Background: an optimization exercise with open tools, aiming at small area and a short achievable clock period. Do not read the settings as production practice.
Only simulation tests tie the RTL to the original design; equivalence was not proved.
Power figures rest on the tool's default switching activity, not on a simulated workload.

Setup of xenon:
Design regfile, start of the top module:
module regfile(
    input clk,
    input rst,
    input [1:0] writeEn,
    input writeFlag,
    input [3:0] rdReg1,
    output [7:0] rdData1,
    output [7:0] rdData1Lo,
    input [3:0] rdReg2,
    output [7:0] rdData2,
    output [7:0] rdData2Lo,
    input [7:0] flagData,
    output [7:0] rdFlag,
    input [3:0] wrReg,
    input [15:0] wrData
);
    reg [7:0] regs [0:10];
    reg [7:0] flags;
    wire [10:0] we, hold;
    wire ev_hi, od_hi, fl_we, fl_hold;
    wr_dec u_wdec(.rst(rst), .writeEn(writeEn), .wrReg(wrReg), .writeFlag(writeFlag),
                  .we(we), .hold(hold), .ev_hi(ev_hi), .od_hi(od_hi),
                  .fl_we(fl_we), .fl_hold(fl_hold));
    wire [7:0] ev_d, od_d;
    genvar g, b;
    generate
        for (b = 0; b < 8; b = b + 1) begin : g_wd
            c_mux2 u_ev(.a0(wrData[b]), .a1(wrData[8+b]), .s(ev_hi), .y(ev_d[b]));
            c_mux2 u_od(.a0(wrData[b]), .a1(wrData[8+b]), .s(od_hi), .y(od_d[b]));
        end
        for (g = 0; g < 11; g = g + 1) begin : g_r
            wire [7:0] nx;
            for (b = 0; b < 8; b = b + 1) begin : g_b
                c_a22o u_nx(.a1(regs[g][b]), .a2(hold[g]),
                            .b1((g % 2 == 0) ? ev_d[b] : od_d[b]), .b2(we[g]), .y(nx[b]));
            end
            always @(posedge clk) regs[g] <= nx;
        end
    endgenerate
    wire [7:0] fl_nx;
    generate
        for (b = 0; b < 8; b = b + 1) begin : g_fl
            c_a22o u_nx(.a1(flags[b]), .a2(fl_hold), .b1(flagData[b]), .b2(fl_we), .y(fl_nx[b]));
        end
    endgenerate
    always @(posedge clk) flags <= fl_nx;
    assign rdFlag = flags;
    wire [87:0] rf;
    generate
        for (g = 0; g < 11; g = g + 1) begin : g_rf
            assign rf[8*g +: 8] = regs[g];
  ...
clock: 6.0 ns
lec_check: 0
cap_margin: 20
core_margin: 2
core_utilization: 40
cts_buf_list: sky130_fd_sc_hd__clkbuf_4 sky130_fd_sc_hd__clkbuf_8
place_density: 0.45
setup_slack_margin: 2.4
slew_margin: 20
synth_hierarchical: 1
synth_minimum_keep_size: 0
standard.sh (not shown) runs the stock make flow with config.mk's settings and CLKGATE_MAP_FILE= SYNTH_SCRIPT=/design/flow/synth_recipe.tcl, a recipe that flattens the netlist after the stock synthesis.
==> flow/flow/run.sh <==
#!/bin/bash
# Standard ORFS layout with two changes:
#  - after synthesis, every combinational cell is set to the smallest drive
#    strength of its family (flow/downsize.py); repair upsizes where needed;
#  - port buffers are plain buffers (buf_1) instead of the default delay cells.
set -euo pipefail
export BUFFER_PORTS_ARGS="-buffer_cell sky130_fd_sc_hd__buf_1"
R=orfs/results/sky130hd/regfile/base
bash standard.sh synth > standard_synth.log 2>&1
python3 flow/downsize.py $R/1_2_yosys.v $FLOW_HOME/platforms/sky130hd/lib/sky130_fd_sc_hd__tt_025C_1v80.lib > downsize.log 2>&1
rm -f $R/1_synth.odb $R/1_synth.sdc
bash standard.sh finish > standard_finish.log 2>&1
==> flow/flow/downsize.py <==
#!/usr/bin/env python3
"""Set every combinational cell of a synthesized netlist to the smallest-area
drive strength of its own cell family (e.g. mux2_4 -> mux2_1), so that the
placement-stage repair sizes gates up only where timing or loads need it.
Flip-flops are left as synthesis made them. Usage: downsize.py netlist.v lib"""
import re, sys
net, lib = sys.argv[1], sys.argv[2]
txt = open(lib).read()
area = {}
for m in re.finditer(r'cell\s*\(\s*"?(sky130_fd_sc_hd__\w+)"?\s*\)\s*\{(.*?)\barea\s*:\s*([\d.]+)', txt, re.S):
    area[m.group(1)] = float(m.group(3))
dont = re.compile(r'lpflow|probe|clkbuf|clkinv|clkdly|dly|tap|fill|decap|conb|diode')
fam = {}
for c, a in area.items():
    m = re.match(r'(sky130_fd_sc_hd__\w+?)_(\d+)$', c)
    if not m or dont.search(c):
        continue
    fam.setdefault(m.group(1), []).append((a, int(m.group(2)), c))
best = {f: min(v)[2] for f, v in fam.items()}
src = open(net).read()
count = {}
def sub(m):
    c = m.group(0)
    mm = re.match(r'(sky130_fd_sc_hd__\w+?)_(\d+)$', c)
    if not mm or mm.group(1) not in best:
        return c
    if re.match(r'sky130_fd_sc_hd__(dfx|dfr|dfs|dfb|edf|sdf|sedf|dl)', c):
        return c
    b = best[mm.group(1)]
    if b != c:
        count[(c, b)] = count.get((c, b), 0) + 1
    return b
out = re.sub(r'\bsky130_fd_sc_hd__\w+_\d+\b', sub, src)
open(net, 'w').write(out)
for (a, b), n in sorted(count.items()):
    print(f'{n:5d}  {a} -> {b}')
What willow does differently from xenon at the input level:
Settings: SETUP_SLACK_MARGIN now 2.0, was 2.4.
Comparing willow and xenon, the lower first-iteration DRC count was measured on willow. Relative to xenon, count of non-filler cells in the finished layout decreased by 8 in willow. The clock distribution area overhead in the final layout of willow exceeds that of xenon by 0.25 points.
--- input diff willow..sierra ---
Settings: swapping 2.0 for 2.2 in SETUP_SLACK_MARGIN.
### Flow results
- willow -> sierra: critical path depth delta 0, exact match
- ~same net switching share of the total power in willow and sierra
- sierra has more setup slack than willow.
- Looking at the reports, sierra completed the entire flow and the layout it produced met the timing, design-rule and antenna checks.
- NOTE maximum frequency from static timing analysis willow->sierra increased slightly
- Any difference in global-route track usage on met2 between willow and sierra is small enough to ignore.
- There was hardly any difference in power share of the sequential group between willow and sierra.
Inputs modified between sierra and indigo:
Settings: PLACE_DENSITY no longer set, was 0.45; SETUP_SLACK_MARGIN now 1.5, was 2.2; CTS_BUF_LIST no longer set, was sky130_fd_sc_hd__clkbuf_4 sky130_fd_sc_hd__clkbuf_8.
Results
sierra → indigo: first-iteration DRC count grew by 311, final wirelength dropped 2.1%, worst hold slack stayed essentially flat. The standard cell with the maximum stage delay on the critical path comes out and4bb_1 in one run and and4bb_2 in the other, namely in indigo and sierra respectively. | sequential share of layout area | indigo vs sierra | ≈ equal |. From indigo to sierra, die footprint did not move at all.
Relative to indigo, the following input files were edited for ember:
Settings: SETUP_SLACK_MARGIN changed from 1.5 to 2.0.
==> flow/flow/run.sh <==
#!/bin/bash
# Standard ORFS layout, with the port buffers made from plain buffers
# (buf_1, resized later as timing needs) instead of the default delay cells.
set -o pipefail
export BUFFER_PORTS_ARGS="-buffer_cell sky130_fd_sc_hd__buf_1"
bash standard.sh > standard_sh.log 2>&1
removed: flow/flow/downsize.py
Notes after the runs:
- ember vs indigo, critical path startpoint: rdReg2[2] vs rdReg1[2]
- Re switching part of the total: ember is 0.34 points down on indigo.
- Of indigo and ember, ember shows the lower wire length on met2, with indigo above it.
- Against indigo, height of the die in ember rose by a few percent.
- Re final worst-path cycle share: ember is 4.8 points down on indigo.
- ember reports a lower overall routing resource usage than indigo does.
- Die: ember bigger than indigo
- Compare indigo and ember | number of rows in the core area higher: ember
- Power: ember draws more than indigo
- Going from indigo to ember, clock network area share grows by 0.45 points.
diff inputs: ember => violet
==> flow/flow/run.sh <==
#!/bin/bash
# Standard ORFS layout with two changes:
#  - after synthesis, every combinational cell is set to the smallest drive
#    strength of its family (flow/downsize.py); repair upsizes where needed;
#  - port buffers are plain buffers (buf_1) instead of the default delay cells.
set -euo pipefail
export BUFFER_PORTS_ARGS="-buffer_cell sky130_fd_sc_hd__buf_1"
R=orfs/results/sky130hd/regfile/base
bash standard.sh synth > standard_synth.log 2>&1
python3 flow/downsize.py $R/1_2_yosys.v $FLOW_HOME/platforms/sky130hd/lib/sky130_fd_sc_hd__tt_025C_1v80.lib > downsize.log 2>&1
rm -f $R/1_synth.odb $R/1_synth.sdc
bash standard.sh finish > standard_finish.log 2>&1
==> flow/flow/downsize.py (new file) <==
#!/usr/bin/env python3
"""Set every combinational cell of a synthesized netlist to the smallest-area
drive strength of its own cell family (e.g. mux2_4 -> mux2_1), so that the
placement-stage repair sizes gates up only where timing or loads need it.
Flip-flops are left as synthesis made them. Usage: downsize.py netlist.v lib"""
import re, sys
net, lib = sys.argv[1], sys.argv[2]
txt = open(lib).read()
area = {}
for m in re.finditer(r'cell\s*\(\s*"?(sky130_fd_sc_hd__\w+)"?\s*\)\s*\{(.*?)\barea\s*:\s*([\d.]+)', txt, re.S):
    area[m.group(1)] = float(m.group(3))
dont = re.compile(r'lpflow|probe|clkbuf|clkinv|clkdly|dly|tap|fill|decap|conb|diode')
fam = {}
for c, a in area.items():
    m = re.match(r'(sky130_fd_sc_hd__\w+?)_(\d+)$', c)
    if not m or dont.search(c):
        continue
    fam.setdefault(m.group(1), []).append((a, int(m.group(2)), c))
best = {f: min(v)[2] for f, v in fam.items()}
src = open(net).read()
count = {}
def sub(m):
    c = m.group(0)
    mm = re.match(r'(sky130_fd_sc_hd__\w+?)_(\d+)$', c)
    if not mm or mm.group(1) not in best:
        return c
    if re.match(r'sky130_fd_sc_hd__(dfx|dfr|dfs|dfb|edf|sdf|sedf|dl)', c):
        return c
    b = best[mm.group(1)]
    if b != c:
        count[(c, b)] = count.get((c, b), 0) + 1
    return b
out = re.sub(r'\bsky130_fd_sc_hd__\w+_\d+\b', sub, src)
open(net, 'w').write(out)
for (a, b), n in sorted(count.items()):
    print(f'{n:5d}  {a} -> {b}')
Findings:
A launching element of the worst setup path of rdReg1[2] is what violet shows, while rdReg2[2] belongs to ember. ember → violet: sequential cell count did not really move, fmax went up by 2.0%, post-CTS setup buffer count essentially unchanged, total instance count after detailed placement fell by 26. Timing, DRC, antenna: 0 failures across violet and ember.

-- re-timing with driven ports --
The flow's constraints put no driver on any port. The routed layouts listed below were extracted and timed again, unchanged, in two steps. Step 1 sets driving cells, clkbuf_16 on the clock port and buf_2 on the other inputs (assumed; they add their load-dependent delay and slew). Step 2 adds t to the input delays and takes it off the output delays; t is the mean of the earliest and latest rising clock arrival at the registers after step 1. Input paths then give back, and output paths get back, about the clock's delay inside the block. a / b / c = ideal / step 1 / step 2; a / b = the first two.
| run | t, ns | setup slack, ns | worst setup path after step 2 | worst register clock-pin slew, ns |
|---|---|---|---|---|
| xenon | 0.389 | 2.381 / 2.311 / 2.311 | input to output | 0.09 / 0.09 |
| willow | 0.411 | 2.158 / 2.134 / 2.134 | input to output | 0.09 / 0.09 |
| sierra | 0.412 | 2.223 / 2.203 / 2.203 | input to output | 0.09 / 0.09 |
| indigo | 0.384 | 1.739 / 1.706 / 1.706 | input to output | 0.07 / 0.07 |
| ember | 0.379 | 2.028 / 2.003 / 2.003 | input to output | 0.08 / 0.08 |
| violet | 0.386 | 2.106 / 2.082 / 2.082 | input to output | 0.07 / 0.07 |
After both steps setup and hold are still met in every run listed. For xenon, which loses most, drivers alone change the setup slack by -0.070 ns; drivers and shift together by -0.070 ns.
